Context: an optimization exercise on an open-source flow, tuned for small area, a short achievable clock period and few clock cycles. The choices shown serve that exercise and are no tape-out recipe. Only simulation tests tie the RTL to the original design; equivalence was not proved. Power figures rest on the tool's default switching activity, not on a simulated workload.

the previous run:
Design psudolegal_board, start of the top module:
module psudolegal_board(
  input logic clk,
  input logic rst,
  input logic        in_pos_valid,
  input logic [3:0]  in_pos_data,
  input logic        in_pos_sop,
  input logic        in_pos_eop,
  input logic        in_wtp,
  input logic [3:0]  in_castle,
  input logic [3:0]  in_ep,
  input logic       start,
  output reg        o_uci_valid,
  output reg [20:0] o_uci_data,
  output reg        o_uci_sop,
  output reg        o_uci_eop
  );
  reg [255:0] bdv;
  always @(posedge clk)
    if (in_pos_valid) bdv <= {bdv[251:0], in_pos_data};
  reg       wtp_r;
  reg [3:0] cas_r;
  reg [3:0] ep_r;
  always @(posedge clk) begin
    wtp_r <= in_wtp;
    cas_r <= in_castle;
    ep_r  <= in_ep;
  end
  function automatic [5:0] pidx(input [2:0] r, input [2:0] f);
    pidx = {r, ~f};
  endfunction
  wire [63:0] occ, colw, own;
  genvar gi;
  generate
    for (gi = 0; gi < 64; gi = gi + 1) begin : sq
      assign occ[gi]  = |bdv[gi*4 +: 3];
      assign colw[gi] = bdv[gi*4 + 3];
      assign own[gi]  = occ[gi] & (colw[gi] == wtp_r);
    end
  endgenerate
  function automatic [3:0] sqv(input [255:0] b, input integer p);
    sqv = b[p*4 +: 4];
  endfunction
  reg  [5:0] cnt;      
  reg        vld_d;    
  always @(posedge clk) begin
    if (in_pos_valid) cnt <= in_pos_sop ? 6'd1 : cnt + 6'd1;
    vld_d <= in_pos_valid;
  end
  wire [2:0] wj = cnt[2:0] + 3'd6;    
  function automatic ray(input [255:0] b, input integer p0, input integer st,
                         input [2:0] n, input bit by_white, input bit diag,
                         input integer kmin, input integer kmax);
    integer k;
    reg a;
    reg [3:0] c;
    begin
      a = 1'b0;
      for (k = 6; k >= 0; k = k - 1) begin
        c = b[(p0 + k*st)*4 +: 4];
        if (k < kmax && (k < kmin || k < n))
          a = (c == {by_white, 3'd2} || c == {by_white, diag ? 3'd4 : 3'd3}) ||
              (c[2:0] == 3'd0 && a);
      end
      ray = a;
    end
  endfunction
  function automatic is_pc(input [3:0] c, input bit w, input [2:0] t);
    is_pc = c == {w, t};
  endfunction
  wire w1 = ray(bdv, 9, 8, 3'd7, 1'b0, 1'b0, 7, 7) |              
  ...
export LEC_CHECK = 0
export ABC_AREA = 1
export CAP_MARGIN = 40
export CORE_MARGIN = 2
export CORE_UTILIZATION = 60
export CTS_CLUSTER_DIAMETER = 100
export CTS_CLUSTER_SIZE = 20
export PLACE_DENSITY = 0.7
export SETUP_SLACK_MARGIN = 1.0
export SLEW_MARGIN = 40
create_clock -name core_clock -period 13.0 [get_ports {clk}]
standard.sh (not shown) runs the stock make flow with config.mk's settings and CLKGATE_MAP_FILE= SYNTH_SCRIPT=/design/flow/synth_recipe.tcl, a recipe that flattens the netlist after the stock synthesis.
==> flow/flow/run.sh <==
#!/bin/bash
set -euo pipefail
bash standard.sh SETUP_SLACK_MARGIN=9.3 finish > flow.log 2>&1
The previous run ended with every stage complete and zero timing, DRC or antenna violations.
Testbench counts of the previous run, summed over its fixed seeds: cycles 117,286.
Input changes introduced in the current run (baseline for comparison: the previous run):
==> flow/flow/run.sh <==
#!/bin/bash
set -euo pipefail
bash standard.sh SETUP_SLACK_MARGIN=9.5 finish > flow.log 2>&1
Results
Per the comparison of the current run with the previous run, sequential share of layout area saw a decrease; critical path depth went down 11; clock skew essentially unchanged.
Number of ordinary and repair buffers in the finished layout ends up higher on the current run.
On the current run: core utilization is 2.2 points higher than what the previous run gave.
Diff the previous run -> the current run: total leakage power higher; ratio of final minimum period to clock period now smaller; cell count now larger.
Remaining max-slew budget at the tightest pin is lower on the current run

psudolegal_board again, from the RTL that the note above started with.
export LEC_CHECK = 0
export ABC_AREA = 1
export CAP_MARGIN = 40
export CORE_MARGIN = 2
export CORE_UTILIZATION = 60
export CTS_CLUSTER_DIAMETER = 120
export CTS_CLUSTER_SIZE = 25
export PLACE_DENSITY = 0.7
export SETUP_SLACK_MARGIN = 1.0
export SLEW_MARGIN = 40
create_clock -name core_clock -period 13.0 [get_ports {clk}]
==> flow/flow/run.sh <==
#!/bin/bash
set -euo pipefail
bash standard.sh SETUP_SLACK_MARGIN=9.5 finish > flow.log 2>&1
The baseline finished with timing, DRC and antenna clean.
Testbench counts at the start, summed over its fixed seeds: cycles 117,286.
Next try:
- ABC_AREA: 1 -> default
- CORE_UTILIZATION: 60 -> 40
- CTS_CLUSTER_DIAMETER: 120 -> default
- CTS_CLUSTER_SIZE: 25 -> default
- PLACE_DENSITY: 0.7 -> 0.6
After rerunning: The new run went through all stages and came out clean; die area climbs by 48%; register-to-register slack gets worse by 0.35 ns; worst setup slack gets worse by 0.35 ns; maximum frequency drops by 8.6%; power climbs by 22%.
Next try:
- ABC_AREA: default -> 1
After rerunning: The changed run ran to the end with no violations; critical path depth rose by 11; combinational power decreases by 8.7%; die area climbs by 0.51%; synthesized cell count increases by 36%; wire length increases by 6.6%; flip-flop and latch count is unchanged; utilization went down by 0.13 points; hold slack is about the same.

port drivers added, routing unchanged:
In the flow no input, the clock included, has a driving cell. The finished layouts below were timed again as built, in two steps.
Step 1 assumes that a clkbuf_16 drives the clock port and a buf_2 every other input.
Step 2 times the ports against the registers' clock, not the clock port: input delays grow and output delays shrink by t, the midpoint of the rising clock arrivals with the driver on.
Slacks: ideal ports / drivers / drivers and shift; pairs: ideal ports / drivers.
run	t, ns	setup slack, ns	slew at the worst register clock pin (ns)	worst slew at a driven data input, ns
the previous run	0.631	9.189 / 9.189 / 8.803	0.11 / 0.11	0.05
the current run	0.633	9.376 / 9.318 / 8.993	0.10 / 0.10	0.06
the first run of note 2	0.626	9.296 / 9.296 / 8.980	0.12 / 0.12	0.06
the second run of note 2	0.653	8.950 / 8.950 / 8.910	0.07 / 0.07	0.05
the third run of note 2	0.641	9.360 / 9.330 / 8.950	0.07 / 0.07	0.06
After both steps setup and hold are still met in every run listed. The setup slack of the third run of note 2, which loses most, moves by -0.030 ns with the drivers and by -0.410 ns with both steps.
